Background: an optimization exercise with open tools, aiming at small area. Do not read the settings as production practice. At most, simulation tests tie the RTL to the original design; equivalence was not proved. The RTL of runs 1 to 4 was laid out without a check of its function. Power is estimated from default activity; no workload was simulated.

==> flow/design.v <==
`timescale 1ns/1ps
module lidar_system_top (
    input  wire clk,
    input  wire rst,
    input  wire rx,
    output wire tx,
    output wire [15:0] dbg_max_idx,
    output wire [15:0] dbg_min_idx,
    output wire [15:0] dbg_max_dist,
    output wire [15:0] dbg_min_dist,
    output wire [15:0] dbg_obs_alert,
    output wire [15:0] dbg_max_angle,
    output wire [15:0] dbg_min_angle,
    output wire        dbg_angle_done
);
    localparam [15:0] K36 = 16'd36000;
    localparam [15:0] K29 = 16'd29536;           
    reg  [7:0] pre;
    wire       ptick = (pre == 8'd216);
    always @(posedge clk) pre <= (rst || ptick) ? 8'd0 : pre + 8'd1;
    reg  [3:0] ph;
    always @(posedge clk) ph <= rst ? 4'd0 : ph + 4'd1;
    wire p0  = (ph == 4'd0);
    wire p15 = (ph == 4'd15);
    reg        rxs;
    reg        rbusy;
    reg  [5:0] rq;
    reg        rpend;
    wire rsamp = ptick && rbusy && (rq[1:0] == 2'd1);
    always @(posedge clk) rxs <= rx;
    always @(posedge clk) begin
        if (rst) rbusy <= 1'b0;
        else if (ptick) begin
            if (!rbusy) rbusy <= !rxs;
            else if (rsamp && (rq[5:2] == 4'd9)) rbusy <= 1'b0;
        end
    end
    always @(posedge clk) begin
        if (!rbusy) rq <= 6'd0;
        else if (ptick) rq <= rq + 6'd1;
    end
    localparam [3:0] J_IDLE = 4'd0, J_RXBIT = 4'd1, J_COPY = 4'd2, J_ADJ = 4'd3,
                     J_SPAN = 4'd4, J_ADD36 = 4'd5, J_SHIFT = 4'd6, J_CMP = 4'd7,
                     J_SAMP = 4'd8;
    localparam [3:0] P_H1 = 4'd0, P_H2 = 4'd1, P_CT = 4'd2, P_F0 = 4'd3, P_F1 = 4'd4,
                     P_L0 = 4'd5, P_L1 = 4'd6, P_S0 = 4'd7, P_S1 = 4'd8;
    reg  [3:0] js;
    reg  [3:0] st;
    reg  [7:0] ct;
    reg  [7:0] idx;
    reg [15:0] rsh, acc, delta;
    reg        c, ge, sub, neg, gt, lt;
    reg        done;
    reg [15:0] max_dist, min_dist, max_angle, min_angle, obs;
    reg  [7:0] max_idx, min_idx;
    wire op_rxbit = (js == J_RXBIT);
    wire op_copy  = (js == J_COPY);
    wire op_adj   = (js == J_ADJ);
    wire op_span  = (js == J_SPAN);
    wire op_add36 = (js == J_ADD36);
    wire op_shift = (js == J_SHIFT);
    wire op_cmp   = (js == J_CMP);
    wire op_samp  = (js == J_SAMP);
    wire [7:0] byte_in = {rsh[0], rsh[15:9]};
    wire [7:0] idx_inc = idx + 8'd1;
    wire       is_last = (idx_inc == ct);
    wire       first   = (idx == 8'd0);
    wire       last    = (st == P_H1);            
    wire       pow2 = (ct != 8'd0) && ((ct & (ct - 8'd1)) == 8'd0);
    wire [2:0] kk   = pow2 ? {|ct[7:4], ct[7] | ct[6] | ct[3] | ct[2], ct[7] | ct[5] | ct[3] | ct[1]}
                           : 3'd0;
    wire       doshift = (idx[2:0] != kk);
    wire k36b = K36[ph];
    wire k29b = K29[ph];
    wire cin  = p0 ? op_span : c;
    wire fa_a = (op_copy || op_span) ? rsh[0] : op_add36 ? delta[0] : acc[0];
    wire fa_b = op_adj ? k29b : op_span ? ~acc[0] : op_add36 ? k36b : op_samp ? delta[0] : 1'b0;
    wire sum  = fa_a ^ fa_b ^ cin;
    wire cout = (fa_a & fa_b) | (cin & (fa_a ^ fa_b));
    wire ge_new = (sum != k36b) ? sum : (p0 | ge);    
    wire gt_new = (rsh[0] != max_dist[0]) ? rsh[0]       : (!p0 & gt);
    wire lt_new = (rsh[0] != min_dist[0]) ? min_dist[0]  : (!p0 & lt);
    wire max_angle_in = gt ? acc[0] : max_angle[0];
    wire min_angle_in = lt ? acc[0] : min_angle[0];
    always @(posedge clk) begin
        c  <= cout;
        ge <= ge_new;
        rsh   <= {op_rxbit ? (p15 ? rxs : rsh[1]) : rsh[0], rsh[15:1]};
        acc   <= {(op_samp && last) ? max_angle_in : (op_copy || op_adj || op_samp) ? sum : acc[0],
                  acc[15:1]};
        delta <= {(op_samp && last) ? min_angle_in : (op_span || op_add36) ? sum :
                  (op_shift && doshift) ? (p15 ? neg : delta[1]) : delta[0], delta[15:1]};
        if (op_cmp) begin
            gt <= gt_new | (p15 & first);
            lt <= lt_new | (p15 & first);
        end
    end
    always @(posedge clk) begin
        if (rst) begin
            st    <= P_H1;
            js    <= J_IDLE;
            rpend <= 1'b0;
            done  <= 1'b0;
        end else begin
            if (rsamp && (rq[5:2] != 4'd0)) rpend <= 1'b1;
            done <= 1'b0;
            if (p15) begin
                case (js)
                    J_IDLE: if (rpend) begin
                        rpend <= 1'b0;
                        if (rbusy) js <= J_RXBIT;
                        else begin
                            case (st)
                                P_H1: if (byte_in == 8'h55) st <= P_H2;
                                P_H2: if (byte_in == 8'hAA) st <= P_CT;
                                      else if (byte_in != 8'h55) st <= P_H1;
                                P_CT: st <= P_F0;
                                P_F0: st <= P_F1;
                                P_F1: begin st <= P_L0; js <= J_COPY; end
                                P_L0: st <= P_L1;
                                P_L1: begin st <= P_S0; js <= J_SPAN; end
                                P_S0: st <= P_S1;
                                P_S1: begin st <= is_last ? P_H1 : P_S0; js <= J_CMP; end
                                default: st <= P_H1;
                            endcase
                        end
                    end
                    J_SPAN:  js <= cout ? J_SHIFT : J_ADD36;
                    J_ADD36: js <= J_SHIFT;
                    J_SHIFT: if (!doshift) js <= sub ? J_ADJ : J_IDLE;
                    J_CMP:   js <= J_SAMP;
                    J_SAMP:  begin
                        js   <= (!last && !sub && (cout || neg || ge_new)) ? J_ADJ : J_IDLE;
                        done <= last;
                    end
                    default: js <= J_IDLE;
                endcase
            end
        end
    end
    always @(posedge clk) begin
        if (p15 && js == J_IDLE && rpend && !rbusy && st == P_CT) ct <= byte_in;
        if (p15 && op_copy) sub <= ge_new;
        if (p15 && op_adj)  sub <= 1'b1;
        if (p15 && op_span && cout) neg <= 1'b0;
        if (p15 && op_add36) neg <= ~cout;
        if (p15 && js == J_IDLE && st == P_L1) idx <= 8'd0;
        else if (op_shift && p15) idx <= doshift ? idx_inc : 8'd0;
        else if (op_samp && (p0 || (last && idx[7:4] == 4'd0))) idx <= idx_inc;
        if (op_samp && idx[7:4] == 4'd0) begin
            if (p0) obs <= {~|rsh[15:10], obs[15:1]};
            else if (last) obs <= {1'b0, obs[15:1]};
        end
        if (op_samp && p0) begin
            if (gt) max_idx <= idx;
            if (lt) min_idx <= idx;
        end
        if (op_cmp || op_samp) begin
            max_dist <= {(op_samp && gt) ? rsh[0] : max_dist[0], max_dist[15:1]};
            min_dist <= {(op_samp && lt) ? rsh[0] : min_dist[0], min_dist[15:1]};
        end
        if (op_samp) begin
            max_angle <= {max_angle_in, max_angle[15:1]};
            min_angle <= {min_angle_in, min_angle[15:1]};
        end
    end
    reg       tact;
    reg [1:0] tbyte;
    reg [3:0] tbit;
    reg [1:0] tq;
    wire      tend = ptick && (tbit == 4'd8) && (tq == 2'd3);
    always @(posedge clk) begin
        if (rst) tact <= 1'b0;
        else if (done) tact <= 1'b1;
        else if (tend && (tbyte == 2'd3)) tact <= 1'b0;
    end
    always @(posedge clk) begin
        if (!tact) begin
            tbit  <= 4'd14;
            tq    <= 2'd3;
            tbyte <= 2'd0;
        end else if (tend) begin
            tbit  <= 4'd15;
            tq    <= 2'd0;
            tbyte <= tbyte + 2'd1;
        end else if (ptick) begin
            {tbit, tq} <= {tbit, tq} + 6'd1;
        end
    end
    reg        tnext, tcur;
    wire [3:0] tnidx = {tbyte[0], tbit[2:0] + 3'd1};
    always @(posedge clk) begin
        if (ph == tnidx) tnext <= tbyte[1] ? delta[0] : acc[0];
        if (ptick && tq == 2'd3) tcur <= tnext;
    end
    assign tx = ~tact | (tbit[3] ? ~&tbit[2:0] : tcur);
    assign dbg_max_idx    = {8'd0, max_idx};
    assign dbg_min_idx    = {8'd0, min_idx};
    assign dbg_max_dist   = max_dist;
    assign dbg_min_dist   = min_dist;
    assign dbg_obs_alert  = obs;
    assign dbg_max_angle  = max_angle;
    assign dbg_min_angle  = min_angle;
    assign dbg_angle_done = done;
endmodule
==> flow/flow/run.sh <==
#!/bin/bash
# Standard synthesis, then the standard ORFS steps with two changes:
#  - port buffers use sky130_fd_sc_hd__buf_1
#  - clock tree: small buffers and sink clusters, no dummy loads
set -euo pipefail
bash standard.sh synth > synth.log 2>&1
export BUFFER_PORTS_ARGS="-buffer_cell sky130_fd_sc_hd__buf_1"
export CTS_ARGS="-sink_clustering_enable -repair_clock_nets -dont_use_dummy_load -buf_list sky130_fd_sc_hd__clkbuf_4 -root_buf sky130_fd_sc_hd__clkbuf_8 -sink_clustering_size 10 -sink_clustering_max_diameter 40"
bash standard.sh finish > finish.log 2>&1
==> flow/standard.sh <==
#!/bin/bash
# synth_recipe.tcl (not shown) runs the flow's synth.tcl, then flattens the netlist and writes it again
# the make line also repeats each setting of config.mk as NAME=value (left out here)
make -C /OpenROAD-flow-scripts/flow DESIGN_CONFIG=/design/flow/config.mk WORK_HOME=/design/flow/orfs CLKGATE_MAP_FILE= SYNTH_SCRIPT=/design/flow/synth_recipe.tcl "${@:-finish}"
==> flow/config.mk <==
export PLATFORM = sky130hd
export DESIGN_NAME = lidar_system_top
export DESIGN_NICKNAME = lidar_system_top
export VERILOG_FILES = /design/flow/design.v
export SDC_FILE = /design/flow/constraint.sdc
export NUM_CORES = 4
export LEC_CHECK = 0
export CAP_MARGIN = 20
export CORE_MARGIN = 2
export CORE_UTILIZATION = 40
export PLACE_DENSITY = 0.6
export SLEW_MARGIN = 20
==> flow/constraint.sdc <==
create_clock -name core_clock -period 10.0 [get_ports {clk}]
set_input_delay 2.0000 -clock core_clock [delete_from_list [all_inputs] [get_ports {clk}]]
set_output_delay 2.0000 -clock core_clock [all_outputs]
set_load 0.01 [all_outputs]
==> qor.csv, run 1 <==
metric,value,unit
outcome,"complete, no violations",
fillcell total,1799,
DRC errors left,0,
Vias/cell,4.90,
Die H,144,um
slew of the pin with the lowest slew margin,0.784,ns
# diodes,0,
NetSw,0.280,mW
leakage,2.95,nW
Via Count,4864,
# Post-CTS Setup Buffers,0,
CTS tree,yes,
most frequent cells in the layout,"edfxtp_1, buf_1, dfxtp_1",
Final setup viols,0,
later-pin clock latency in the skew report,0.53,ns
Slew Limit Headroom,0.478,
"Reg clk slew, reported paths",0.10,ns
Unique masters post-synth,64,
largest net degree at the start of global routing,37,
core area,0.0193,sq mm
Startpoint Class,flip-flop,
hpwl dp,9960,um
critical path endpoint category,primary output,
global-route wire length before repair,22900,um
Final period util,0.371,
"EDFF count, synth",109,
setup TNS,0,ns
max cap viols,0,
initial DRC count,268,
GRT Overall Usage,0.137,
clk root buf,clkbuf_8,
row count,51,
vias in the first global route,4627,
Final nets,747,
critical path class,reg -> out,
maximum root-to-sink buffer count,3,
CTS hold repair buffers,0,
Total Power,1.34,mW
P&R area growth vs syn,10.4,%
Pwr Density,156,mW/mm^2
RSZ-0062 raised after global routing,false,
Clock power frac,0.302,
ys async rst share,0,
Detailed Route WL,14400,um
Die Wd,144,um
initial core utilization,0.405,
GPL Wtd Cong,0.862,
clock skew,0.0701,ns
"leading cell type in the layout, fill and taps excluded",edfxtp_1,
share of cells above drive strength 1,0.0729,
register bit total from synthesis,207,
Syn Inst Count,621,
R2R setup slack,6.46,ns
R2R Path End,js[1],
Worst Setup SP,tbit[0],
"CP delay by family, top",adder cells,
Critical Path Stages,6,
Final ANT Viol Nets,0,
Worst path slowest cell,dfxtp_1,
Combinational Power Share,0.026,
Final Slew Violations,0,
clk sink count,207,
Post-CTS Resized,0,
I/O pins,117,
Sw Share,0.208,
worst endpoint required time,8.00,ns
Int Pwr,1.06,mW
Reg2Reg Depth,11,
number of CTS-inserted buffers,31,
Final min period,3.71,ns
Synth Warn #,1,
end point of the critical path,tx,
I/O Buffers,100,
ys flop type,edfxtp_1,
Seq pwr share,0.672,
crit path cell chain,ha_1 -> ha_1 -> nand2_1 -> o21ai_0 -> nand2_1 -> buf_1,
Max Fanout on Critical Path,4,
"slowest stage delay, CP",0.36,ns
"Buf+Inv Stages, Crit Path",1,
# H-tree levels,1,
peak supply drop,0.0728,mV
drt pass-1 iters,4,
Hold Crit Class,reg -> reg,
Congestion Overflow GR,0,
final hold violation count,0,
wire per inst,14.5,um
fmax,270,MHz
reg2reg start,js[2],
die area,0.0206,sq mm
initial antenna violation count,0,
post-synthesis sequential area ratio,0.671,
"Cell Area, Synth",0.00780,sq mm
syn_area_per_cell,12.6,sq um
"Arr. time, crit path",1.71,ns
[metal layers]
metal | up-vias | GRT usage | routed length (um) | share of wire
met1 | 2305 | 0.178 | 6390 | 0.44
met5 | - | 0 | 0 | 0
met4 | 0 | 0.0454 | 304 | 0.021
met2 | 141 | 0.224 | 6780 | 0.47
li1 | 2388 | - | - | -
met3 | 30 | 0.0327 | 934 | 0.065
[worst min path at each step]
stage | cells after the start | endpoint | slack (ns) | start
after global routing | 0 | rsh[3] | 0.30 | rsh[4]
final | 0 | rsh[3] | 0.30 | rsh[4]
after detailed placement | 0 | acc[0] | 0.31 | acc[1]
after floorplan | 0 | acc[0] | 0.31 | acc[1]
after global placement | 0 | acc[12] | 0.31 | acc[13]
after CTS | 0 | rsh[3] | 0.30 | rsh[4]
[power groups by stage]
stage          registers (mW)  logic [mW]  clock network (mW)
6_report                0.901      0.0352               0.405
5_1_grt                 0.903      0.0398               0.467
4_1_cts                 0.902      0.0354               0.432
3_5_place_dp            0.921      0.0352                   0
3_3_place_gp            0.920      0.0342                   0
2_1_floorplan           0.915      0.0368                   0
[stage by stage]
| step | cells | worst slack (ns) | utilization | instance area, sq um | hold WS [ns] |
|---|---|---|---|---|---|
| finish | 992 | 6.29 | 0.447 | 8610 | 0.296 |
| global route | 992 | 6.13 | 0.447 | 8610 | 0.303 |
| CTS | 992 | 6.24 | 0.447 | 8610 | 0.299 |
| detailed placement | 961 | 6.57 | 0.434 | 8360 | 0.312 |
| global placement | 961 | 6.70 | 0.434 | 8360 | 0.310 |
| floorplan | 636 | 6.65 | - | 7850 | 0.310 |
[cells by family (layout without fill, tap and decap cells)]
group / Yosys count / in the layout / synth area share
flops: 207 / 207 / 0.671
simple gates: 204 / 204 / 0.131
compound gates: 79 / 79 / 0.0704
buf+inv: 61 / 152 / 0.0384
xor+xnor: 41 / 41 / 0.0461
fa+ha+maj: 17 / 17 / 0.0276
mux: 11 / 11 / 0.0148
other cells: 1 / 16 / 0.000481
[Yosys cell counts (all sizes together), types with 8 or more instances]
library cell,instances,area share
a21oi,23,0.015
and2,8,0.0064
buf,20,0.019
clkbuf,25,0.012
dfxtp,98,0.25
edfxtp,109,0.42
ha,14,0.022
inv,16,0.0077
nand2,50,0.024
nand2b,9,0.0072
nand3,14,0.0090
nor2,52,0.025
nor3,21,0.013
o21ai,14,0.010
xnor2,22,0.025
xor2,19,0.021
[final cells by class]
class	instances	area, sq um	share of cell area
Tap cell	265	332	0.0385
Multi-Input combinational cell	368	2320	0.269
Sequential cell	207	5240	0.608
Timing Repair Buffer	105	413	0.0480
Inverter	16	60.1	0.00697
Clock buffer	31	251	0.0292
[flip-flops by register name, summed over array words and instances (netlist names), 2 cells and up]
register / count
rsh: 16
rq: 6
pre: 8
max_idx: 8
delta: 16
tbyte: 2
tbit: 4
ct: 8
max_angle: 16
ph: 4
obs: 16
tq: 2
min_idx: 8
acc: 16
st: 4
idx: 8
min_dist: 16
max_dist: 16
js: 4
min_angle: 16
[worst register-to-register path, cell delays in order (launching register included)]
cell,delay (ns)
dfxtp_1,0.49
nor2b_1,0.31
nand2b_1,0.26
mux2i_1,0.18
a221o_1,0.39
fa_1,0.61
inv_1,0.06
maj3_1,0.38
nor3_1,0.19
nor3_1,0.09
a211oi_1,0.26
a311oi_2,0.13
==> run 2: changes to the inputs <==
--- a/flow/config.mk
+++ b/flow/config.mk
@@ -7,2 +7,3 @@
 export LEC_CHECK = 0
+export ABC_AREA = 1
 export CAP_MARGIN = 20
==> qor.csv, run 2 <==
metric,value,unit
outcome,"complete, no violations",
Hold Crit Class,reg -> reg,
placed cells,1075,
fmax,277,MHz
initial antenna violation count,0,
PnR worst setup slack,6.39,ns
leakage,3.15,nW
final instance area,0.00865,sq mm
Final setup viols,0,
drt pass-1 iters,4,
Pwr Density,152,mW/mm^2
Final Slew Violations,0,
initial core utilization,0.404,
# Post-CTS Setup Buffers,0,
peak supply drop,0.0792,mV
GPL Wtd Cong,0.832,
hpwl dp,10200,um
Detailed Route WL,14400,um
Via Count,5101,
post-synthesis sequential area ratio,0.672,
P&R area growth vs syn,11.1,%
Final nets,860,
Fin Hold WS,0.276,ns
Final ANT Viol Nets,0,
Vias/cell,4.62,
"Reg clk slew, reported paths",0.08,ns
largest net degree at the start of global routing,38,
# diodes,0,
Final min period,3.61,ns
"Arr. time, crit path",1.61,ns
Total Power,1.31,mW
register bit total from synthesis,207,
"leading cell type in the layout, fill and taps excluded",nand2_1,
NetSw,0.266,mW
slew of the pin with the lowest slew margin,0.793,ns
Post-CTS Resized,0,
Seq pwr share,0.680,
worst endpoint required time,8.00,ns
critical path class,reg -> out,
syn_area_per_cell,10.9,sq um
I/O Buffers,100,
core area,0.0193,sq mm
wire per inst,13.0,um
Clock power frac,0.303,
Synth Warn #,1,
CTS tree,yes,
Die H,144,um
final hold violation count,0,
setup TNS,0,ns
die area,0.0206,sq mm
Commonest cells post-synth,"nand2_1, edfxtp_1, dfxtp_1, inv_1, nor2_1",
critical path endpoint category,primary output,
"EDFF count, synth",109,
Slew Limit Headroom,0.472,
most common cell in the netlist,nand2_1,
Combinational Power Share,0.016,
Startpoint Class,flip-flop,
DP Area,0.00840,sq mm
max cap viols,0,
synth top area cells,"edfxtp_1, dfxtp_1, nand2_1",
Int Pwr,1.05,mW
CTS hold repair buffers,0,
number of CTS-inserted buffers,30,
Die Wd,144,um
clock skew,0.0574,ns
I/O pins,117,
dpl ws,6.85,ns
clk sink count,207,
most frequent cells in the layout,"nand2_1, edfxtp_1, buf_1",
RSZ-0062 raised after global routing,false,
Final period util,0.361,
share of cells above drive strength 1,0.0607,
Congestion Overflow GR,0,
final core occ,0.449,
cell taking the most area after synthesis,edfxtp_1,
Syn Inst Count,716,
DRC errors left,0,
ys async rst share,0,
global-route wire length before repair,23200,um
Unique masters post-synth,45,
share of the synthesized area in the top cell type,0.420,
later-pin clock latency in the skew report,0.53,ns
vias in the first global route,4776,
row count,51,
initial DRC count,339,
Sw Share,0.202,
"non-filler cells, final",1105,
# H-tree levels,1,
ys flop type,edfxtp_1,
clk root buf,clkbuf_8,
"Cell Area, Synth",0.00779,sq mm
Max Fanout on Critical Path,6,
maximum root-to-sink buffer count,3,
GRT Overall Usage,0.140,
[run 2: cell count changes after synthesis, moves of 9 or more]
cell,delta
a21oi_1,+10
inv_1,+66
nor2_1,+25
xnor2_1,-18
nand2b_1,-9
xor2_1,-13
nand3_1,+19
nand2_1,+74
o21ai_0,+22
clkbuf_1,-24
[run 2: cell type report]
cell class	instances	area, sq um
fillers	1884	10600
flip-flops and latches	207	5240
multi-input cells	416	2130
repair buffers	101	383
well taps	265	332
inverters	86	327
clock buffers	30	244
[run 2: path summary, 6_finish.rpt]
path / start / end / slack [ns] / cells after the start
min reg2reg: delta[11] / delta[10] / 0.28 / 0
max: tbit[0] / tx / 6.39 / 4
max reg2reg: ph[0] / js[0] / 7.18 / 16
min: delta[11] / delta[10] / 0.28 / 0
[run 2: critical path, stage by stage, from the launching register on]
cell and delay [ns]:
dfxtp_1 0.37, ha_1 0.24, ha_1 0.17, o21ai_0 0.15, buf_1 0.17
[run 2: power by group through the flow]
stage / sequential [mW] / combinational (mW) / clock [mW]
after floorplan: 0.911 / 0.0214 / 0
after global placement: 0.912 / 0.0216 / 0
after detailed placement: 0.912 / 0.0217 / 0
after CTS: 0.893 / 0.0218 / 0.422
after global routing: 0.893 / 0.0249 / 0.456
final: 0.893 / 0.0216 / 0.398
[run 2: kinds of logic (layout without fill, tap and decap cells)]
family	count (synthesis)	after routing	synth area share
flip-flops	207	207	0.672
other	1	16	0.000481
buffers and inverters	108	217	0.0622
AND/OR/NAND/NOR	286	286	0.161
AO/OA/AOI/OAI	87	87	0.0636
multiplexers	1	1	0.00129
XOR/XNOR	11	11	0.0141
adder cells (fa/ha/maj)	15	15	0.0251
[run 2: per-layer routing]
| layer | track usage | vias to the layer above | routed length, um |
|---|---|---|---|
| met5 | 0 | - | 0 |
| met4 | 0.0470 | 0 | 292 |
| met3 | 0.0337 | 27 | 922 |
| met2 | 0.215 | 133 | 6040 |
| met1 | 0.194 | 2319 | 7120 |
| li1 | - | 2622 | - |
==> run 3: changes to the inputs <==
--- a/flow/config.mk
+++ b/flow/config.mk
@@ -7,7 +7,6 @@
 export LEC_CHECK = 0
-export ABC_AREA = 1
 export CAP_MARGIN = 20
 export CORE_MARGIN = 2
-export CORE_UTILIZATION = 40
-export PLACE_DENSITY = 0.6
+export CORE_UTILIZATION = 60
+export PLACE_DENSITY = 0.75
 export SLEW_MARGIN = 20
==> qor.csv, run 3 <==
metric,value,unit
outcome,"complete, no violations",
Final nets,746,
drt pass-1 iters,5,
Final ANT Viol Nets,0,
Syn Inst Count,621,
clk root buf,clkbuf_8,
Final Slew Violations,0,
cell taking the most area after synthesis,edfxtp_1,
# Post-CTS Setup Buffers,0,
I/O Buffers,100,
register bit total from synthesis,207,
Commonest cells post-synth,"edfxtp_1, dfxtp_1, nor2_1, nand2_1, clkbuf_1",
row count,41,
ys flop type,edfxtp_1,
P&R area growth vs syn,8.84,%
Congestion Overflow GR,0,
Final setup viols,0,
maximum root-to-sink buffer count,3,
"non-filler cells, final",898,
share of the synthesized area in the top cell type,0.420,
Detailed Route WL,14000,um
start point of the worst hold path,delta[13],
Via Count,4973,
wire per inst,15.5,um
Max Fanout on Critical Path,4,
"Reg clk slew, reported paths",0.09,ns
global-route wire length before repair,22600,um
syn_area_per_cell,12.6,sq um
Die Wd,118,um
vias in the first global route,4697,
CTS hold repair buffers,0,
peak supply drop,0.0955,mV
Die H,118,um
# H-tree levels,1,
leakage,2.94,nW
Pwr Density,157,mW/mm^2
Fin Hold WS,0.334,ns
critical path endpoint category,primary output,
NetSw,0.271,mW
later-pin clock latency in the skew report,0.51,ns
# diodes,0,
Int Pwr,1.06,mW
fillcell total,934,
setup TNS,0,ns
"Arr. time, crit path",1.59,ns
largest net degree at the start of global routing,37,
RSZ-0062 raised after global routing,false,
PnR worst setup slack,6.41,ns
synth top area cells,"edfxtp_1, dfxtp_1, nor2_1",
Synth Warn #,1,
initial core utilization,0.615,
post-synthesis sequential area ratio,0.671,
Post-CTS Resized,0,
Final min period,3.59,ns
Seq pwr share,0.679,
reg2reg start,js[2],
Startpoint Class,flip-flop,
dpl ws,6.59,ns
Sw Share,0.204,
placed cells,868,
most frequent cells in the layout,"edfxtp_1, buf_1, dfxtp_1",
I/O pins,117,
Hold Crit Class,reg -> reg,
Final period util,0.359,
DRC errors left,0,
critical path class,reg -> out,
die area,0.0139,sq mm
worst endpoint required time,8.00,ns
core area,0.0127,sq mm
max cap viols,0,
fmax,278,MHz
initial antenna violation count,0,
"Cell Area, Synth",0.00780,sq mm
share of cells above drive strength 1,0.0716,
"EDFF count, synth",109,
"leading cell type in the layout, fill and taps excluded",edfxtp_1,
Worst Setup SP,tbit[0],
Unique masters post-synth,64,
hpwl dp,9690,um
ys async rst share,0,
clk sink count,207,
Clock power frac,0.294,
GRT Overall Usage,0.198,
CTS tree,yes,
most common cell in the netlist,edfxtp_1,
Slew Limit Headroom,0.436,
slew of the pin with the lowest slew margin,0.845,ns
clock skew,0.0560,ns
initial DRC count,412,
Combinational Power Share,0.027,
Vias/cell,5.54,
final hold violation count,0,
GPL Wtd Cong,0.894,
number of CTS-inserted buffers,30,
[run 3: changes by cell type after synthesis, moves of 6 or more]
cell and change:
a211oi_1 +6, a21oi_1 -10, and2_1 +8, clkbuf_1 +24, inv_1 -66, mux2i_1 +6
nand2_1 -74, nand2b_1 +9, nand3_1 -19, nand4_1 -7, nor2_1 -25, o21ai_0 -22
xnor2_1 +18, xor2_1 +13
[run 3: cell type report]
type                    instances  area [sq um]  share of cell area
flip-flops and latches        207          5240               0.617
multi-input cells             368          2320               0.273
repair buffers                105           413              0.0487
clock buffers                  30           244              0.0287
well taps                     172           215              0.0254
inverters                      16          60.1             0.00708
[run 3: metal layers]
metal | vias to the layer above | GRT usage | share of wire | wire [um]
li1 | 2384 | - | - | -
met1 | 2349 | 0.272 | 0.46 | 6390
met2 | 215 | 0.313 | 0.45 | 6350
met3 | 25 | 0.0475 | 0.070 | 973
met4 | 0 | 0.0617 | 0.018 | 247
met5 | - | 0 | 0 | 0
[run 3: metrics by stage]
| stage | total power, mW | util | instance area, sq um |
|---|---|---|---|
| 3_5_place_dp | 0.957 | 0.651 | 8240 |
| 3_3_place_gp | 0.954 | 0.651 | 8240 |
| 4_1_cts | 1.35 | 0.670 | 8490 |
| 5_1_grt | 1.39 | 0.670 | 8490 |
| 2_1_floorplan | 0.952 | - | 7850 |
| 6_report | 1.33 | 0.670 | 8490 |
[run 3: power groups by stage]
stage               combinational [mW]  sequential [mW]  clock (mW)
floorplan                       0.0368            0.915           0
global placement                0.0342            0.920           0
detailed placement              0.0357            0.921           0
CTS                             0.0360            0.902       0.409
global route                    0.0405            0.903       0.445
finish                          0.0363            0.902       0.391
[run 3: path summary, 6_finish.rpt]
kind / to / slack (ns) / cells past startpoint
setup reg to reg: js[1] / 6.50 / 11
hold reg to reg: delta[12] / 0.33 / 0
hold / removal: delta[12] / 0.33 / 0
setup / recovery: tx / 6.41 / 6
[run 3: kinds of logic after synthesis]
| group | share of synthesized area |
|---|---|
| compound gates | 0.0704 |
| buf+inv | 0.0384 |
| flops | 0.671 |
| xor+xnor | 0.0461 |
| mux | 0.0148 |
| other cells | 0.000481 |
| simple gates | 0.131 |
| fa+ha+maj | 0.0276 |
[run 3: critical path, cell delays in order, from the launching register on]
cell,delay (ns)
dfxtp_1,0.36
ha_1,0.23
ha_1,0.17
nand2_1,0.05
o21ai_0,0.07
nand2_1,0.07
buf_1,0.15
==> run 4: changes to the inputs <==
==> flow/flow/run.sh (replaced) <==
#!/bin/bash
# Standard synthesis, then the standard ORFS steps with two changes:
#  - port buffers use sky130_fd_sc_hd__buf_1
#  - clock tree: small buffers and sink clusters, no dummy loads
set -euo pipefail
bash standard.sh synth > synth.log 2>&1
export BUFFER_PORTS_ARGS="-buffer_cell sky130_fd_sc_hd__buf_1"
export CTS_ARGS="-sink_clustering_enable -repair_clock_nets -dont_use_dummy_load -buf_list sky130_fd_sc_hd__clkbuf_8 -root_buf sky130_fd_sc_hd__clkbuf_16 -sink_clustering_size 20 -sink_clustering_max_diameter 60"
bash standard.sh finish > finish.log 2>&1
--- a/flow/config.mk
+++ b/flow/config.mk
@@ -9,4 +9,4 @@
 export CORE_MARGIN = 2
-export CORE_UTILIZATION = 60
-export PLACE_DENSITY = 0.75
+export CORE_UTILIZATION = 40
+export PLACE_DENSITY = 0.6
 export SLEW_MARGIN = 20
==> qor.csv, run 4 <==
metric,value,unit
outcome,"complete, no violations",
GRT Overall Usage,0.135,
fillcell total,1802,
clk sink count,207,
Congestion Overflow GR,0,
Total Power,1.36,mW
synth top area cells,"edfxtp_1, dfxtp_1, nor2_1",
clock skew,0.0662,ns
"Reg clk slew, reported paths",0.10,ns
# H-tree levels,1,
GPL Wtd Cong,0.862,
hpwl dp,9960,um
compound-gate portion of the synthesized area,0.0704,
die area,0.0206,sq mm
Adder-Cell Fraction of Synth Area,0.0276,
initial core utilization,0.405,
Final period util,0.365,
Syn Inst Count,621,
Final Slew Violations,0,
cell taking the most area after synthesis,edfxtp_1,
CTS hold repair buffers,0,
register bit total from synthesis,207,
Final nets,732,
Detailed Route WL,14400,um
final hold violation count,0,
Commonest cells post-synth,"edfxtp_1, dfxtp_1, nor2_1, nand2_1, clkbuf_1",
Final setup viols,0,
Post-CTS Resized,0,
Vias/cell,4.90,
max cap viols,0,
number of CTS-inserted buffers,16,
"Cell Area, Synth",0.00780,sq mm
Slew Limit Headroom,0.479,
wire per inst,14.7,um
Unique masters post-synth,64,
fmax,274,MHz
share of cells above drive strength 1,0.0534,
peak supply drop,0.0799,mV
xor-xnor portion of the synthesized cell area,0.0461,
P&R area growth vs syn,10.5,%
Die H,144,um
post-synthesis sequential area ratio,0.671,
ys async rst share,0,
leakage,2.93,nW
later-pin clock latency in the skew report,0.47,ns
Synth Warn #,1,
drt pass-1 iters,5,
maximum root-to-sink buffer count,3,
post-synthesis simple-gate area fraction,0.131,
placed cells,961,
ys flop type,edfxtp_1,
syn_area_per_cell,12.6,sq um
"leading cell type in the layout, fill and taps excluded",edfxtp_1,
Reg area,0.00524,sq mm
area occupied by multi-input gates,0.00232,sq mm
Fin Hold WS,0.318,ns
worst endpoint required time,8.00,ns
initial antenna violation count,0,
core area,0.0193,sq mm
Via Count,4786,
"non-filler cells, final",977,
Die Wd,144,um
Pwr Density,157,mW/mm^2
critical path endpoint category,primary output,
vias in the first global route,4487,
"Arr. time, crit path",1.65,ns
Final min period,3.65,ns
share of the synthesized area in the top cell type,0.420,
clk root buf,clkbuf_16,
"EDFF count, synth",109,
I/O pins,117,
met1 Resource Use GR,0.179,
RSZ-0062 raised after global routing,false,
row count,51,
slew of the pin with the lowest slew margin,0.781,ns
largest net degree at the start of global routing,37,
critical path class,reg -> out,
# Post-CTS Setup Buffers,0,
final core occ,0.447,
largest family of logic cells by synthesized area,simple AND/OR/NAND/NOR gates,
I/O Buffers,100,
setup TNS,0,ns
CTS tree,yes,
Final ANT Viol Nets,0,
initial DRC count,312,
most common cell in the netlist,edfxtp_1,
global-route wire length before repair,22500,um
most frequent cells in the layout,"edfxtp_1, buf_1, dfxtp_1",
Max Fanout on Critical Path,4,
DRC errors left,0,
Hold Crit Class,reg -> reg,
mux cell area share after synthesis,0.0148,
Global Route met2 Usage,0.222,
Top Usage Layer GRT,met2,
met3 usage,0.0280,
# diodes,0,
Startpoint Class,flip-flop,
## run 4: path summary, 6_finish.rpt
check,from,to,slack [ns],cells past startpoint
hold / removal,rsh[4],rsh[3],0.32,0
setup reg to reg,js[2],js[1],6.53,11
setup / recovery,tbit[0],tx,6.35,6
hold reg to reg,rsh[4],rsh[3],0.32,0
## run 4: cells by family (layout without fill, tap and decap cells)
kind of cell | after synthesis | after routing
compound gates | 79 | 79
buf+inv | 61 | 137
mux | 11 | 11
other cells | 1 | 16
flops | 207 | 207
xor+xnor | 41 | 41
simple gates | 204 | 204
fa+ha+maj | 17 | 17
## run 4: final cells by class
type                       count  share of cell area
tap                          265              0.0385
inverter                      16             0.00697
clock buffer                  16              0.0295
multi-input combinational    368               0.269
sequential                   207               0.608
timing repair buffer         105              0.0479
## run 4: worst max-delay path: stages, from the launching register on
cell     delay (ns)
dfxtp_1        0.37
ha_1           0.24
ha_1           0.19
nand2_1        0.08
o21ai_0        0.09
nand2_1        0.08
buf_1          0.15
## run 4: metal layers
layer	wire length, um	share of wire	vias to the layer above
met5	0	0	-
met4	356	0.025	0
met3	773	0.054	24
met2	6710	0.47	117
met1	6540	0.45	2298
li1	-	-	2347
## run 4: per-stage QoR
stage	cell area, sq um	setup WS [ns]
3_5_place_dp	8360	6.57
6_report	8610	6.35
2_1_floorplan	7850	6.65
3_3_place_gp	8360	6.70
4_1_cts	8610	6.32
5_1_grt	8610	6.21
## run 4: power breakdown
| part | internal, mW | switching (mW) | total [mW] | leakage (nW) |
|---|---|---|---|---|
| Combinational | 0.0143 | 0.0210 | 0.0352 | 1.04 |
| Clock | 0.171 | 0.248 | 0.419 | 0.130 |
| Sequential | 0.892 | 0.00989 | 0.902 | 1.75 |
| Total | 1.08 | 0.279 | 1.36 | 2.93 |
==> run 5: changes to the inputs <==
--- a/flow/design.v
+++ b/flow/design.v
@@ -26,5 +26,6 @@
     reg        rbusy;
-    reg  [5:0] rq;
+    reg  [3:0] rqb;
+    reg  [1:0] rqq;
     reg        rpend;
-    wire rsamp = ptick && rbusy && (rq[1:0] == 2'd1);
+    wire rsamp = ptick && rbusy && (rqq == 2'b01);
     always @(posedge clk) rxs <= rx;
@@ -34,8 +35,13 @@
             if (!rbusy) rbusy <= !rxs;
-            else if (rsamp && (rq[5:2] == 4'd9)) rbusy <= 1'b0;
-        end
-    end
-    always @(posedge clk) begin
-        if (!rbusy) rq <= 6'd0;
-        else if (ptick) rq <= rq + 6'd1;
+            else if (rsamp && (rqb == 4'd9)) rbusy <= 1'b0;
+        end
+    end
+    always @(posedge clk) begin
+        if (!rbusy) begin
+            rqq <= 2'b00;
+            rqb <= 4'd0;
+        end else if (ptick) begin
+            rqq <= {rqq[0], ~rqq[1]};
+            if (rqq == 2'b10) rqb <= rqb + 4'd1;
+        end
     end
@@ -104,3 +110,3 @@
         end else begin
-            if (rsamp && (rq[5:2] != 4'd0)) rpend <= 1'b1;
+            if (rsamp && (rqb != 4'd0)) rpend <= 1'b1;
             done <= 1'b0;
@@ -170,3 +176,3 @@
     reg [1:0] tq;
-    wire      tend = ptick && (tbit == 4'd8) && (tq == 2'd3);
+    wire      tend = ptick && (tbit == 4'd8) && (tq == 2'b10);
     always @(posedge clk) begin
@@ -179,3 +185,3 @@
             tbit  <= 4'd14;
-            tq    <= 2'd3;
+            tq    <= 2'b10;
             tbyte <= 2'd0;
@@ -183,6 +189,7 @@
             tbit  <= 4'd15;
-            tq    <= 2'd0;
+            tq    <= 2'b00;
             tbyte <= tbyte + 2'd1;
         end else if (ptick) begin
-            {tbit, tq} <= {tbit, tq} + 6'd1;
+            tq <= {tq[0], ~tq[1]};
+            if (tq == 2'b10) tbit <= tbit + 4'd1;
         end
@@ -193,3 +200,3 @@
         if (ph == tnidx) tnext <= tbyte[1] ? delta[0] : acc[0];
-        if (ptick && tq == 2'd3) tcur <= tnext;
+        if (ptick && tq == 2'b10) tcur <= tnext;
     end
==> flow/flow/run.sh (replaced) <==
#!/bin/bash
# Standard synthesis, then the standard ORFS steps with two changes:
#  - port buffers use sky130_fd_sc_hd__buf_1
#  - clock tree: small buffers and sink clusters, no dummy loads
set -euo pipefail
bash standard.sh synth > synth.log 2>&1
export BUFFER_PORTS_ARGS="-buffer_cell sky130_fd_sc_hd__buf_1"
export CTS_ARGS="-sink_clustering_enable -repair_clock_nets -dont_use_dummy_load -buf_list sky130_fd_sc_hd__clkbuf_4 -root_buf sky130_fd_sc_hd__clkbuf_8 -sink_clustering_size 10 -sink_clustering_max_diameter 40"
bash standard.sh finish > finish.log 2>&1
--- a/flow/config.mk
+++ b/flow/config.mk
@@ -7,2 +7,3 @@
 export LEC_CHECK = 0
+export ABC_AREA = 1
 export CAP_MARGIN = 20
==> qor.csv, run 5 <==
metric,value,unit
outcome,"complete, no violations",
clk root buf,clkbuf_8,
Congestion Overflow GR,0,
Slew Limit Headroom,0.483,
maximum root-to-sink buffer count,3,
clk sink count,207,
Final nets,859,
Final Slew Violations,0,
initial core utilization,0.404,
initial antenna violation count,0,
Synth Warn #,1,
critical path endpoint category,primary output,
core area,0.0193,sq mm
Worst path slowest cell,dfxtp_1,
# Post-CTS Setup Buffers,0,
ys async rst share,0,
Detailed Route WL,14400,um
Syn Inst Count,714,
most frequent cells in the layout,"nand2_1, edfxtp_1, buf_1",
Post-CTS Resized,0,
# H-tree levels,1,
P&R area growth vs syn,11.1,%
critical path class,reg -> out,
syn_area_per_cell,10.9,sq um
"Arr. time, crit path",1.52,ns
Hold Crit Class,reg -> reg,
most common cell in the netlist,nand2_1,
Pwr Density,152,mW/mm^2
"Reg clk slew, reported paths",0.09,ns
post-synthesis sequential area ratio,0.672,
Startpoint Class,flip-flop,
Final ANT Viol Nets,0,
max cap viols,0,
CTS tree,yes,
Via Count,5138,
fmax,284,MHz
largest net degree at the start of global routing,40,
final hold violation count,0,
crit path cell chain,ha_1 -> ha_1 -> o21ai_0 -> buf_1,
die area,0.0206,sq mm
synth top area cells,"edfxtp_1, dfxtp_1, nand2_1",
DRC errors left,0,
number of CTS-inserted buffers,30,
I/O Buffers,100,
Final setup viols,0,
cell taking the most area after synthesis,edfxtp_1,
Total Power,1.32,mW
Vias/cell,4.65,
leakage,3.18,nW
peak supply drop,0.0971,mV
ys flop type,edfxtp_1,
Final period util,0.352,
"Cell Area, Synth",0.00779,sq mm
"leading cell type in the layout, fill and taps excluded",nand2_1,
slew of the pin with the lowest slew margin,0.772,ns
Die Wd,144,um
hpwl dp,10300,um
CP dominant cell by count,ha_1,
RSZ-0062 raised after global routing,false,
later-pin clock latency in the skew report,0.53,ns
wire per inst,13.0,um
GPL Wtd Cong,0.879,
"EDFF count, synth",109,
worst endpoint required time,8.00,ns
register bit total from synthesis,207,
global-route wire length before repair,22700,um
# diodes,0,
share of the synthesized area in the top cell type,0.420,
Unique masters post-synth,43,
share of cells above drive strength 1,0.0691,
GRT Overall Usage,0.136,
I/O pins,117,
vias in the first global route,4693,
Max Fanout on Critical Path,5,
"slowest stage delay, CP",0.35,ns
fillcell total,1885,
Final min period,3.52,ns
drt pass-1 iters,4,
Commonest cells post-synth,"nand2_1, edfxtp_1, dfxtp_1, inv_1, nor2_1",
initial DRC count,298,
CTS hold repair buffers,0,
row count,51,
setup TNS,0,ns
Die H,144,um
clock skew,0.0600,ns
-- run 5: cell count changes in the layout (fill, tap and decap cells not counted), moves of 8 or more --
| cell | before | now |
|---|---|---|
| clkbuf_8 | 13 | 3 |
| and2_1 | 8 | 0 |
| xnor2_1 | 22 | 3 |
| nand3_1 | 14 | 44 |
| nand2b_1 | 9 | 0 |
| clkbuf_4 | 0 | 27 |
| nor2_1 | 52 | 75 |
| inv_1 | 16 | 78 |
| nand2_1 | 50 | 118 |
| a21oi_1 | 23 | 39 |
| xor2_1 | 19 | 9 |
| o21ai_0 | 13 | 29 |
-- run 5: final timing paths --
check	startpoint	end	slack, ns	depth (start not counted)
setup / recovery	tbit[0]	tx	6.48	4
hold reg to reg	rsh[5]	rsh[4]	0.31	0
setup reg to reg	js[2]	js[0]	7.05	19
hold / removal	rsh[5]	rsh[4]	0.31	0
-- run 5: logic make-up after synthesis --
family	share of synthesized area
AND/OR/NAND/NOR	0.164
flip-flops	0.672
buffers and inverters	0.0608
AO/OA/AOI/OAI	0.0641
adder cells (fa/ha/maj)	0.0250
XOR/XNOR	0.0135
other	0.000481
-- run 5: layout make-up --
type | count | area, sq um | area share
tap | 265 | 332 | 0.0383
multi-input combinational | 415 | 2140 | 0.247
inverter | 86 | 325 | 0.0376
timing repair buffer | 101 | 383 | 0.0442
clock buffer | 30 | 244 | 0.0282
sequential | 207 | 5240 | 0.605
-- run 5: per-layer routing --
metal | GRT usage | vias to the layer above | share of wire
met4 | 0.0526 | 0 | 0.023
met3 | 0.0323 | 25 | 0.053
met5 | 0 | - | 0
met2 | 0.214 | 125 | 0.46
met1 | 0.183 | 2365 | 0.47
li1 | - | 2623 | -
-- run 5: worst max-delay path, delay by kind of cell, from the launching register on --
kind / cells / cell delay [ns]
adders and majority gates: 2 / 0.38
DFF: 1 / 0.35
buffers and inverters: 1 / 0.16
AOI/OAI and AO/OA: 1 / 0.14
-- run 5: through the flow --
stage | std cells | util | hold slack (ns) | area, sq um | worst slack (ns)
final | 1104 | 0.449 | 0.307 | 8660 | 6.48
after detailed placement | 1074 | 0.437 | 0.312 | 8420 | 6.95
after CTS | 1104 | 0.449 | 0.309 | 8660 | 6.42
after floorplan | 729 | - | 0.310 | 7850 | 6.89
after global routing | 1104 | 0.449 | 0.305 | 8660 | 6.37
after global placement | 1074 | 0.437 | 0.311 | 8420 | 6.94
-- run 5: power by group --
group          switching (mW)  total, mW  internal, mW
sequential            0.00359      0.892         0.889
clock                   0.251      0.402         0.151
combinational          0.0153     0.0215       0.00618
==> run 6: changes to the inputs <==
--- a/flow/config.mk
+++ b/flow/config.mk
@@ -7,3 +7,2 @@
 export LEC_CHECK = 0
-export ABC_AREA = 1
 export CAP_MARGIN = 20
==> qor.csv, run 6 <==
metric,value,unit
setup TNS,0,ns
dpl ws,6.77,ns
final hold violation count,0,
hpwl dp,10300,um
Detailed Route WL,14800,um
Post-CTS Resized,0,
I/O Buffers,100,
clk sink count,207,
"EDFF count, synth",109,
Slew Limit Headroom,0.443,
Die Wd,143,um
ys async rst share,0,
"Cell Area, Synth",0.00774,sq mm
worst endpoint required time,8.00,ns
vias in the first global route,4688,
DRC errors left,0,
die area,0.0205,sq mm
final core occ,0.455,
later-pin clock latency in the skew report,0.54,ns
R2R Path End,js[0],
core area,0.0188,sq mm
PnR worst setup slack,6.41,ns
Unique masters post-synth,55,
row count,50,
Vias/cell,5.01,
Final period util,0.359,
register bit total from synthesis,207,
Synth Warn #,1,
synth top area cells,"edfxtp_1, dfxtp_1, nor2_1",
hold depth,0,
I/O pins,117,
Final Slew Violations,0,
end of the worst hold path,rsh[5],
share of cells above drive strength 1,0.0603,
maximum root-to-sink buffer count,3,
Syn Inst Count,621,
share of the synthesized area in the top cell type,0.423,
Total Power,1.34,mW
leakage,2.86,nW
drt pass-1 iters,7,
most common cell in the netlist,edfxtp_1,
clk root buf,clkbuf_8,
Hold Crit Class,reg -> reg,
RSZ-0062 raised after global routing,false,
number of CTS-inserted buffers,30,
initial antenna violation count,0,
fmax,279,MHz
peak supply drop,0.0814,mV
outcome,"complete, no violations",
Fin Hold WS,0.298,ns
Reg2Reg Depth,13,
Startpoint Class,flip-flop,
Final min period,3.59,ns
Max Fanout on Critical Path,6,
Final ANT Viol Nets,0,
clock skew,0.0571,ns
Final nets,750,
"leading cell type in the layout, fill and taps excluded",edfxtp_1,
R2R setup slack,6.69,ns
CTS hold repair buffers,0,
ys flop type,edfxtp_1,
critical path endpoint category,primary output,
syn_area_per_cell,12.5,sq um
"Reg clk slew, reported paths",0.08,ns
post-synthesis sequential area ratio,0.676,
initial DRC count,289,
reg2reg start,js[2],
max cap viols,0,
largest net degree at the start of global routing,39,
# Post-CTS Setup Buffers,0,
GRT Overall Usage,0.140,
Die H,143,um
slew of the pin with the lowest slew margin,0.828,ns
start point of the worst hold path,rsh[6],
# diodes,0,
CTS tree,yes,
Pwr Density,156,mW/mm^2
"Arr. time, crit path",1.59,ns
P&R area growth vs syn,10.7,%
most frequent cells in the layout,"edfxtp_1, buf_1, dfxtp_1",
GPL Wtd Cong,0.892,
Via Count,4957,
initial core utilization,0.411,
Congestion Overflow GR,0,
wire per inst,15.0,um
global-route wire length before repair,23300,um
Final setup viols,0,
critical path class,reg -> out,
cell taking the most area after synthesis,edfxtp_1,
Commonest cells post-synth,"edfxtp_1, dfxtp_1, nor2_1, nand2_1, a21oi_1",
# H-tree levels,1,
## run 6: changes by cell type after synthesis, sizes merged, moves of 8 or more
cell	delta
clkbuf	+21
inv	-64
o21ai	-9
nand3	-29
xnor2	+19
nor2	-21
a21oi	-12
nand2b	+9
nand2	-77
nor2b	+8
## run 6: final cells by class
type                            count  area (sq um)
Fill cell                        1747         10300
Sequential cell                   207          5240
Multi-Input combinational cell    367          2270
Timing Repair Buffer              104           405
Tap cell                          260           325
Clock buffer                       30           244
Inverter                           22          82.6
## run 6: how the worst max path moves through the flow
stage	from	endpoint	slack [ns]	cells after the start
4_1_cts	tbit[0]	tx	6.36	6
2_1_floorplan	js[3]	js[0]	7.04	13
6_report	tbit[0]	tx	6.41	6
3_3_place_gp	rst	pre[4]	6.84	3
5_1_grt	tbit[0]	tx	6.30	6
3_5_place_dp	js[2]	js[0]	6.77	13
## run 6: logic make-up (layout without fill, tap and decap cells)
logic type | after synthesis | count (layout) | share of synthesized area
buf+inv | 62 | 156 | 0.0380
compound gates | 86 | 86 | 0.0705
simple gates | 203 | 203 | 0.134
fa+ha+maj | 16 | 16 | 0.0265
other cells | 1 | 16 | 0.000484
mux | 9 | 9 | 0.0123
flops | 207 | 207 | 0.676
xor+xnor | 37 | 37 | 0.0419
## run 6: metal layers
metal / global-route usage / part of all wire / up-vias
met5: 0 / 0 / -
met1: 0.185 / 0.45 / 2352
met4: 0.0526 / 0.028 / 0
met2: 0.222 / 0.45 / 180
li1: - / - / 2391
met3: 0.0372 / 0.076 / 34
## run 6: power breakdown
| part | switching [mW] | leakage, nW | internal, mW |
|---|---|---|---|
| logic | 0.0188 | 0.958 | 0.0121 |
| registers | 0.00828 | 1.76 | 0.890 |
| clock network | 0.255 | 0.146 | 0.152 |
## run 6: worst max-delay path, stage by stage, from the launching register on
cell	delay [ns]
dfxtp_1	0.36
ha_1	0.22
ha_1	0.18
nand2_1	0.06
o21ai_0	0.07
nand2_1	0.07
buf_1	0.15
## run 6: metrics by stage
stage	std cells	cell area (sq um)
floorplan	636	7800
finish	990	8570
detailed placement	960	8320
global placement	960	8320
global route	990	8570
CTS	990	8570
==> run 7: changes to the inputs <==
--- a/flow/design.v
+++ b/flow/design.v
@@ -17,5 +17,7 @@
     localparam [15:0] K29 = 16'd29536;           
+    localparam [7:0] PEND = 8'd202;
     reg  [7:0] pre;
-    wire       ptick = (pre == 8'd216);
-    always @(posedge clk) pre <= (rst || ptick) ? 8'd0 : pre + 8'd1;
+    wire       ptick = (pre == PEND);
+    always @(posedge clk)
+        pre <= (rst || ptick) ? 8'd1 : {pre[6:0], pre[7] ^ pre[5] ^ pre[4] ^ pre[3]};
     reg  [3:0] ph;
@@ -35,3 +37,3 @@
             if (!rbusy) rbusy <= !rxs;
-            else if (rsamp && (rqb == 4'd9)) rbusy <= 1'b0;
+            else if (rsamp && (rqb == 4'd11)) rbusy <= 1'b0;
         end
@@ -41,6 +43,6 @@
             rqq <= 2'b00;
-            rqb <= 4'd0;
+            rqb <= 4'd1;
         end else if (ptick) begin
             rqq <= {rqq[0], ~rqq[1]};
-            if (rqq == 2'b10) rqb <= rqb + 4'd1;
+            if (rqq == 2'b10) rqb <= {rqb[2:0], rqb[3] ^ rqb[2]};
         end
@@ -110,3 +112,3 @@
         end else begin
-            if (rsamp && (rqb != 4'd0)) rpend <= 1'b1;
+            if (rsamp && (rqb != 4'd1)) rpend <= 1'b1;
             done <= 1'b0;
==> qor.csv, run 7 <==
metric,value,unit
dpl ws,6.48,ns
Final ANT Viol Nets,0,
most frequent cells in the layout,"edfxtp_1, buf_1, dfxtp_1",
vias in the first global route,4704,
synth top area cells,"edfxtp_1, dfxtp_1, nand2_1",
"Arr. time, crit path",1.64,ns
Final nets,735,
leakage,2.94,nW
DP Area,0.00837,sq mm
I/O pins,117,
Total Power,1.34,mW
setup TNS,0,ns
Syn Inst Count,612,
Final period util,0.364,
critical path endpoint category,primary output,
R2R setup slack,6.38,ns
slew of the pin with the lowest slew margin,1.01,ns
ys flop type,edfxtp_1,
GRT Overall Usage,0.147,
cell taking the most area after synthesis,edfxtp_1,
row count,51,
final core occ,0.445,
Post-CTS Resized,0,
global-route wire length before repair,24200,um
final instance area,0.00861,sq mm
die area,0.0207,sq mm
P&R area growth vs syn,9.85,%
Via Count,4949,
R2R Path End,js[1],
later-pin clock latency in the skew report,0.55,ns
worst endpoint required time,8.00,ns
share of the synthesized area in the top cell type,0.417,
# H-tree levels,1,
RSZ-0062 raised after global routing,false,
# Post-CTS Setup Buffers,0,
most common cell in the netlist,edfxtp_1,
Reg2Reg Depth,9,
Slew Limit Headroom,0.324,
Vias/cell,5.03,
Final setup viols,0,
clock skew,0.0903,ns
Hold Crit Class,reg -> reg,
"leading cell type in the layout, fill and taps excluded",edfxtp_1,
# diodes,0,
I/O Buffers,100,
CTS hold repair buffers,0,
Pwr Density,156,mW/mm^2
"EDFF count, synth",109,
Unique masters post-synth,77,
register bit total from synthesis,207,
peak supply drop,0.0940,mV
Max Fanout on Critical Path,6,
Final min period,3.64,ns
DRC errors left,0,
Startpoint Class,flip-flop,
hold depth,0,
final hold violation count,0,
Congestion Overflow GR,0,
syn_area_per_cell,12.8,sq um
maximum root-to-sink buffer count,3,
Fin Hold WS,0.297,ns
critical path class,reg -> out,
GPL Wtd Cong,0.870,
drt pass-1 iters,5,
placed cells,954,
"Reg clk slew, reported paths",0.10,ns
clk sink count,207,
clk root buf,clkbuf_8,
ys async rst share,0,
initial core utilization,0.406,
outcome,"complete, no violations",
max cap viols,0,
PnR worst setup slack,6.36,ns
start point of the worst hold path,delta[5],
"Cell Area, Synth",0.00784,sq mm
Final Slew Violations,0,
wire per inst,15.5,um
Synth Warn #,1,
share of cells above drive strength 1,0.0808,
fmax,275,MHz
CTS tree,yes,
end of the worst hold path,delta[4],
reg2reg start,js[2],
Detailed Route WL,15200,um
"non-filler cells, final",983,
Die H,144,um
initial DRC count,338,
post-synthesis sequential area ratio,0.668,
number of CTS-inserted buffers,29,
largest net degree at the start of global routing,40,
core area,0.0193,sq mm
initial antenna violation count,0,
Die Wd,144,um
Commonest cells post-synth,"edfxtp_1, dfxtp_1, nand2_1, nor2_1",
hpwl dp,10500,um
## run 7: layout make-up
type | instances | area [sq um]
fill | 1789 | 10700
inverter | 21 | 78.8
tap | 265 | 332
sequential | 207 | 5240
multi-input combinational | 356 | 2320
clock buffer | 29 | 236
timing repair buffer | 105 | 413
## run 7: worst max path at each step
stage	startpoint	endpoint	slack, ns
final	tbit[0]	tx	6.36
after global routing	js[2]	js[1]	5.91
after CTS	tbit[0]	tx	6.32
after detailed placement	js[2]	js[1]	6.48
after global placement	js[2]	js[1]	6.50
after floorplan	js[2]	js[1]	6.73
## run 7: cells by family after synthesis
group / after synthesis / share of synthesized area
buffers and inverters: 64 / 0.0452
adder cells (fa/ha/maj): 13 / 0.0214
multiplexers: 12 / 0.0163
AND/OR/NAND/NOR: 194 / 0.132
other: 1 / 0.000478
AO/OA/AOI/OAI: 93 / 0.0855
flip-flops: 207 / 0.668
XOR/XNOR: 28 / 0.0313
## run 7: where the power goes
group,switching [mW],leakage (nW),internal [mW]
Clock,0.258,0.141,0.147
Sequential,0.00885,1.76,0.893
Combinational,0.0209,1.04,0.0137
## run 7: worst max-delay path, cell delays in order (launching register included)
cell and delay, ns:
dfxtp_1 0.37, ha_1 0.23, ha_1 0.18, nand2_1 0.06
o21ai_0 0.08, nand2_1 0.07, buf_1 0.15
## run 7: per-layer routing
layer,part of all wire,track usage
met1,0.44,0.197
met2,0.47,0.241
met5,0,0
met3,0.057,0.0255
met4,0.027,0.0542
==> run 8: changes to the inputs <==
==> flow/flow/run.sh (replaced) <==
#!/bin/bash
# The standard ORFS flow (standard.sh) with these changes:
#  - synthesis: the standard script, but abc maps the logic for area
#    (flow/area.abc), adders included (no ADDER_MAP_FILE); flip-flops are
#    the standard synthesis's
#  - port buffers use sky130_fd_sc_hd__buf_1
#  - clock tree: clkbuf_4 buffers, small sink clusters, no dummy loads
# Tool logs: orfs/logs/..., make output in finish.log.
set -euo pipefail
F=$PWD/flow
export MY_ABC_SCRIPT=$F/area.abc
export BUFFER_PORTS_ARGS="-buffer_cell sky130_fd_sc_hd__buf_1"
export CTS_ARGS="-sink_clustering_enable -repair_clock_nets -dont_use_dummy_load -buf_list sky130_fd_sc_hd__clkbuf_4 -root_buf sky130_fd_sc_hd__clkbuf_8 -sink_clustering_size 10 -sink_clustering_max_diameter 40"
bash standard.sh finish SYNTH_SCRIPT=$F/my_synth.tcl ADDER_MAP_FILE= > finish.log 2>&1
==> flow/flow/area.abc (new file) <==
strash
ifraig
dc2
dch -f
amap -m -F 4 -A 16
==> flow/flow/my_synth.tcl (new file) <==
# synth_recipe.tcl (the standard synthesis: synth without fsm and share,
# then flattened and renamed) with one change: abc maps the logic with the
# area-oriented script in MY_ABC_SCRIPT instead of ORFS's speed script.
# Flip-flops are mapped before abc runs, so they are the standard ones.
proc synth {args} { yosys synth -nofsm -noshare {*}$args }
proc abc {args} {
  set i [lsearch -exact $args -script]
  if {$i >= 0 && [info exists ::env(MY_ABC_SCRIPT)]} {
    set args [lreplace $args [expr {$i + 1}] [expr {$i + 1}] $::env(MY_ABC_SCRIPT)]
  }
  yosys abc {*}$args
}
source $::env(SCRIPTS_DIR)/synth.tcl
# left out here: clear keep_hierarchy, flatten, clean up, hide names made inside functions, write 1_2_yosys.v
==> qor.csv, run 8 <==
metric,value,unit
outcome,"complete, no violations",
Total Power,1.33,mW
die area,0.0190,sq mm
Final Slew Violations,0,
initial DRC count,275,
clk root buf,clkbuf_8,
later-pin clock latency in the skew report,0.51,ns
critical path endpoint category,primary output,
share of cells above drive strength 1,0.0473,
hold depth,0,
# diodes,0,
CTS tree,yes,
Post-CTS Resized,0,
Worst path slowest cell,dfxtp_1,
most common cell in the netlist,edfxtp_1,
I/O Buffers,100,
register bit total from synthesis,207,
syn_area_per_cell,12.2,sq um
hpwl dp,9990,um
Unique masters post-synth,39,
Die Wd,138,um
cell taking the most area after synthesis,edfxtp_1,
final instance area,0.00802,sq mm
worst endpoint required time,8.00,ns
maximum root-to-sink buffer count,3,
Detailed Route WL,13900,um
Slew Limit Headroom,0.363,
peak supply drop,0.0869,mV
Pwr Density,166,mW/mm^2
Congestion Overflow GR,0,
"Cell Area, Synth",0.00716,sq mm
post-synthesis sequential area ratio,0.732,
Final setup viols,0,
"Arr. time, crit path",1.82,ns
Syn Inst Count,587,
Die H,138,um
clk sink count,207,
GRT Overall Usage,0.142,
Final nets,724,
vias in the first global route,4545,
I/O pins,117,
slew of the pin with the lowest slew margin,0.948,ns
"slowest stage delay, CP",0.39,ns
wire per inst,14.8,um
clock skew,0.0508,ns
critical path class,reg -> out,
Startpoint Class,flip-flop,
R2R Path End,st[2],
Reg2Reg Depth,20,
synth top area cells,"edfxtp_1, dfxtp_1, nor2_1",
Synth Warn #,1,
number of CTS-inserted buffers,28,
P&R area growth vs syn,12.1,%
GPL Wtd Cong,0.915,
"leading cell type in the layout, fill and taps excluded",edfxtp_1,
final core occ,0.461,
row count,48,
Final period util,0.382,
fmax,262,MHz
Via Count,4769,
setup TNS,0,ns
global-route wire length before repair,21900,um
"EDFF count, synth",109,
R2R setup slack,6.34,ns
reg2reg start,idx[0],
drt pass-1 iters,5,
crit path cell chain,clkinv_1 -> nor2_1 -> nand2_1 -> a221o_1 -> buf_1,
core area,0.0174,sq mm
initial core utilization,0.411,
Max Fanout on Critical Path,5,
ys async rst share,0,
Final ANT Viol Nets,0,
most frequent cells in the layout,"edfxtp_1, buf_1, dfxtp_1",
# H-tree levels,1,
share of the synthesized area in the top cell type,0.457,
end of the worst hold path,acc[8],
Commonest cells post-synth,"edfxtp_1, dfxtp_1, nor2_1, clkinv_1, o21ai_0",
"Reg clk slew, reported paths",0.10,ns
largest net degree at the start of global routing,36,
DRC errors left,0,
ys flop type,edfxtp_1,
# Post-CTS Setup Buffers,0,
Vias/cell,5.05,
Final min period,3.82,ns
Hold Crit Class,reg -> reg,
fillcell total,1570,
DP Area,0.00779,sq mm
leakage,2.59,nW
final hold violation count,0,
max cap viols,0,
RSZ-0062 raised after global routing,false,
CTS hold repair buffers,0,
start point of the worst hold path,acc[9],
initial antenna violation count,0,
run 8: cell types whose count changed in the layout (fill, tap and decap cells not counted), sizes merged, moves of 13 or more:
cell and delta:
clkinv +72, nor2 +48, inv -20, nand2 -19, o21ai +18, xnor2 -15, nand3 -13, o22ai +13
xor2 -13
run 8: cells by family (layout without fill, tap and decap cells):
group | after synthesis | count (layout) | share of synthesized area
buf+inv | 89 | 206 | 0.0551
flops | 207 | 207 | 0.732
compound gates | 123 | 123 | 0.109
simple gates | 167 | 167 | 0.103
other cells | 1 | 16 | 0.000524
run 8: through the flow:
stage          setup WS [ns]  hold slack, ns  instances
2_1_floorplan           3.53           0.310        602
3_3_place_gp            6.62           0.312        916
3_5_place_dp            6.40           0.312        916
4_1_cts                 6.16           0.315        944
5_1_grt                 5.88           0.321        944
6_report                6.18           0.307        944
run 8: worst max path at each step:
stage               startpoint  endpoint  slack, ns  depth (start not counted)
floorplan                js[0]    obs[0]       3.53                          5
global placement        idx[0]     st[2]       6.62                         20
detailed placement      idx[0]     st[2]       6.40                         20
CTS                    tbit[0]        tx       6.16                          5
global route            idx[0]     st[2]       5.88                         20
finish                 tbit[0]        tx       6.18                          5
run 8: final cells by class:
type                    instances  area [sq um]  area share
repair buffers                105           413      0.0515
flip-flops and latches        207          5240       0.653
well taps                     225           282      0.0351
multi-input cells             306          1590       0.198
clock buffers                  28           229      0.0285
inverters                      73           274      0.0342
run 8: per-layer routing:
metal | routed length (um) | global-route usage | vias up
met2 | 6370 | 0.230 | 167
met1 | 6320 | 0.193 | 2236
met4 | 227 | 0.0363 | 0
li1 | - | - | 2345
met5 | 0 | 0 | -
met3 | 1030 | 0.0320 | 21
run 8: worst max-delay path: cells and delay by family (launching register included):
family | cells | cell delay [ns]
compound gates | 1 | 0.36
flops | 1 | 0.39
simple gates | 2 | 0.25
buf+inv | 2 | 0.30
run 8: power by group:
group / internal [mW] / total, mW / leakage (nW) / switching [mW]
clock network: 0.143 / 0.387 / 0.137 / 0.244
registers: 0.897 / 0.906 / 1.78 / 0.00912
logic: 0.0131 / 0.0405 / 0.678 / 0.0273
==> run 9: changes to the inputs <==
==> flow/flow/run.sh (replaced) <==
#!/bin/bash
# The standard ORFS flow (standard.sh) with these changes:
#  - synthesis: the standard script, but abc maps the logic for area
#    (flow/area.abc), adders included (no ADDER_MAP_FILE); flip-flops are
#    the standard synthesis's
#  - port buffers use sky130_fd_sc_hd__buf_1
#  - clock tree: clkbuf_8 buffers, sink clusters of 20, no dummy loads
# Tool logs: orfs/logs/..., make output in finish.log.
set -euo pipefail
F=$PWD/flow
export MY_ABC_SCRIPT=$F/area.abc
export BUFFER_PORTS_ARGS="-buffer_cell sky130_fd_sc_hd__buf_1"
export CTS_ARGS="-sink_clustering_enable -repair_clock_nets -dont_use_dummy_load -buf_list sky130_fd_sc_hd__clkbuf_8 -root_buf sky130_fd_sc_hd__clkbuf_8 -sink_clustering_size 20 -sink_clustering_max_diameter 60"
bash standard.sh finish SYNTH_SCRIPT=$F/my_synth.tcl ADDER_MAP_FILE= > finish.log 2>&1
==> qor.csv, run 9 <==
metric,value,unit
peak supply drop,0.0986,mV
largest net degree at the start of global routing,36,
critical path class,reg -> out,
Final ANT Viol Nets,0,
later-pin clock latency in the skew report,0.50,ns
DRC errors left,0,
Final nets,712,
CTS tree,yes,
syn_area_per_cell,12.2,sq um
reg2reg start,idx[0],
PnR worst setup slack,6.19,ns
Post-CTS Resized,0,
share of the synthesized area in the top cell type,0.457,
leakage,2.57,nW
Final setup viols,0,
P&R area growth vs syn,12.0,%
Unique masters post-synth,39,
setup TNS,0,ns
global-route wire length before repair,21600,um
Global Route met2 Usage,0.228,
Worst Setup SP,tbit[0],
Via Count,4701,
Congestion Overflow GR,0,
cell taking the most area after synthesis,edfxtp_1,
"EDFF count, synth",109,
Die Wd,138,um
initial antenna violation count,0,
"leading cell type in the layout, fill and taps excluded",edfxtp_1,
most frequent cells in the layout,"edfxtp_1, buf_1, dfxtp_1",
Slew Limit Headroom,0.358,
Max Fanout on Critical Path,5,
ys flop type,edfxtp_1,
clk sink count,207,
max cap viols,0,
Final period util,0.381,
Final Slew Violations,0,
drt pass-1 iters,4,
"Arr. time, crit path",1.81,ns
maximum root-to-sink buffer count,3,
Vias/cell,5.04,
slew of the pin with the lowest slew margin,0.956,ns
register bit total from synthesis,207,
# diodes,0,
Reg2Reg Depth,20,
vias in the first global route,4446,
R2R setup slack,6.36,ns
die area,0.0190,sq mm
final hold violation count,0,
critical path endpoint category,primary output,
GRT Overall Usage,0.140,
clk root buf,clkbuf_8,
wire per inst,14.8,um
synth top area cells,"edfxtp_1, dfxtp_1, nor2_1",
met3 usage,0.0298,
RSZ-0062 raised after global routing,false,
Pwr Density,165,mW/mm^2
R2R Path End,st[2],
hpwl dp,9990,um
# H-tree levels,1,
post-synthesis sequential area ratio,0.732,
initial DRC count,277,
end point of the critical path,tx,
Commonest cells post-synth,"edfxtp_1, dfxtp_1, nor2_1, clkinv_1, o21ai_0",
clock skew,0.0688,ns
Top Usage Layer GRT,met2,
initial core utilization,0.411,
Final min period,3.81,ns
I/O Buffers,100,
dpl ws,6.40,ns
Syn Inst Count,587,
Detailed Route WL,13800,um
outcome,"complete, no violations",
ys async rst share,0,
number of CTS-inserted buffers,16,
I/O pins,117,
# Post-CTS Setup Buffers,0,
fmax,263,MHz
row count,48,
met1 Resource Use GR,0.193,
GPL Wtd Cong,0.915,
Synth Warn #,1,
"Cell Area, Synth",0.00716,sq mm
CTS hold repair buffers,0,
core area,0.0174,sq mm
share of cells above drive strength 1,0.0311,
Startpoint Class,flip-flop,
Hold Crit Class,reg -> reg,
"Reg clk slew, reported paths",0.11,ns
most common cell in the netlist,edfxtp_1,
Die H,138,um
worst endpoint required time,8.00,ns
-- run 9: worst min-delay path by stage --
stage | startpoint | to | slack [ns] | cells past startpoint
after floorplan | acc[1] | acc[0] | 0.31 | 0
after global placement | acc[14] | acc[13] | 0.31 | 0
after detailed placement | delta[4] | delta[3] | 0.31 | 0
after CTS | delta[8] | delta[7] | 0.29 | 0
after global routing | delta[8] | delta[7] | 0.30 | 0
final | delta[8] | delta[7] | 0.29 | 0
-- run 9: kinds of logic after synthesis --
group,count (synthesis),share of synthesized area
DFF,207,0.732
and+or+nand+nor,167,0.103
AOI/OAI and AO/OA,123,0.109
buffers and inverters,89,0.0551
other,1,0.000524
-- run 9: worst max-delay path: stages, from the launching register on --
cell and delay [ns]:
dfxtp_1 0.40, clkinv_1 0.17, nor2_1 0.15, nand2_1 0.11
a221o_1 0.36, buf_1 0.13
-- run 9: stage by stage --
step	hold WS, ns	total power [mW]	cell area (sq um)	cells	util
2_1_floorplan	0.310	0.957	7210	602	-
3_3_place_gp	0.312	0.964	7790	916	0.447
3_5_place_dp	0.312	0.965	7790	916	0.447
4_1_cts	0.290	1.34	8010	932	0.460
5_1_grt	0.301	1.39	8010	932	0.460
6_report	0.287	1.32	8010	932	0.460
-- run 9: area by class of cell --
| type | instances | area (sq um) |
|---|---|---|
| sequential | 207 | 5240 |
| fill | 1571 | 9400 |
| tap | 225 | 282 |
| clock buffer | 16 | 220 |
| inverter | 73 | 274 |
| multi-input combinational | 306 | 1590 |
| timing repair buffer | 105 | 413 |
-- run 9: metal layers --
layer,up-vias,routed length (um)
met3,22,978
met1,2208,6350
met2,160,6210
met5,-,0
met4,0,256
li1,2311,-
-- run 9: power breakdown --
group	switching, mW	total, mW	internal, mW
registers	0.00897	0.906	0.897
clock network	0.234	0.379	0.145
logic	0.0273	0.0405	0.0131
total	0.270	1.32	1.05

Re-timed with assumed drivers on the ports (clkbuf_16 on the clock, buf_2 on other inputs), run 9 has 6.159 ns of setup slack against 6.193 ns with ideal ports, and 6.359 ns once port delays also move by the mid clock arrival of 0.503 ns.
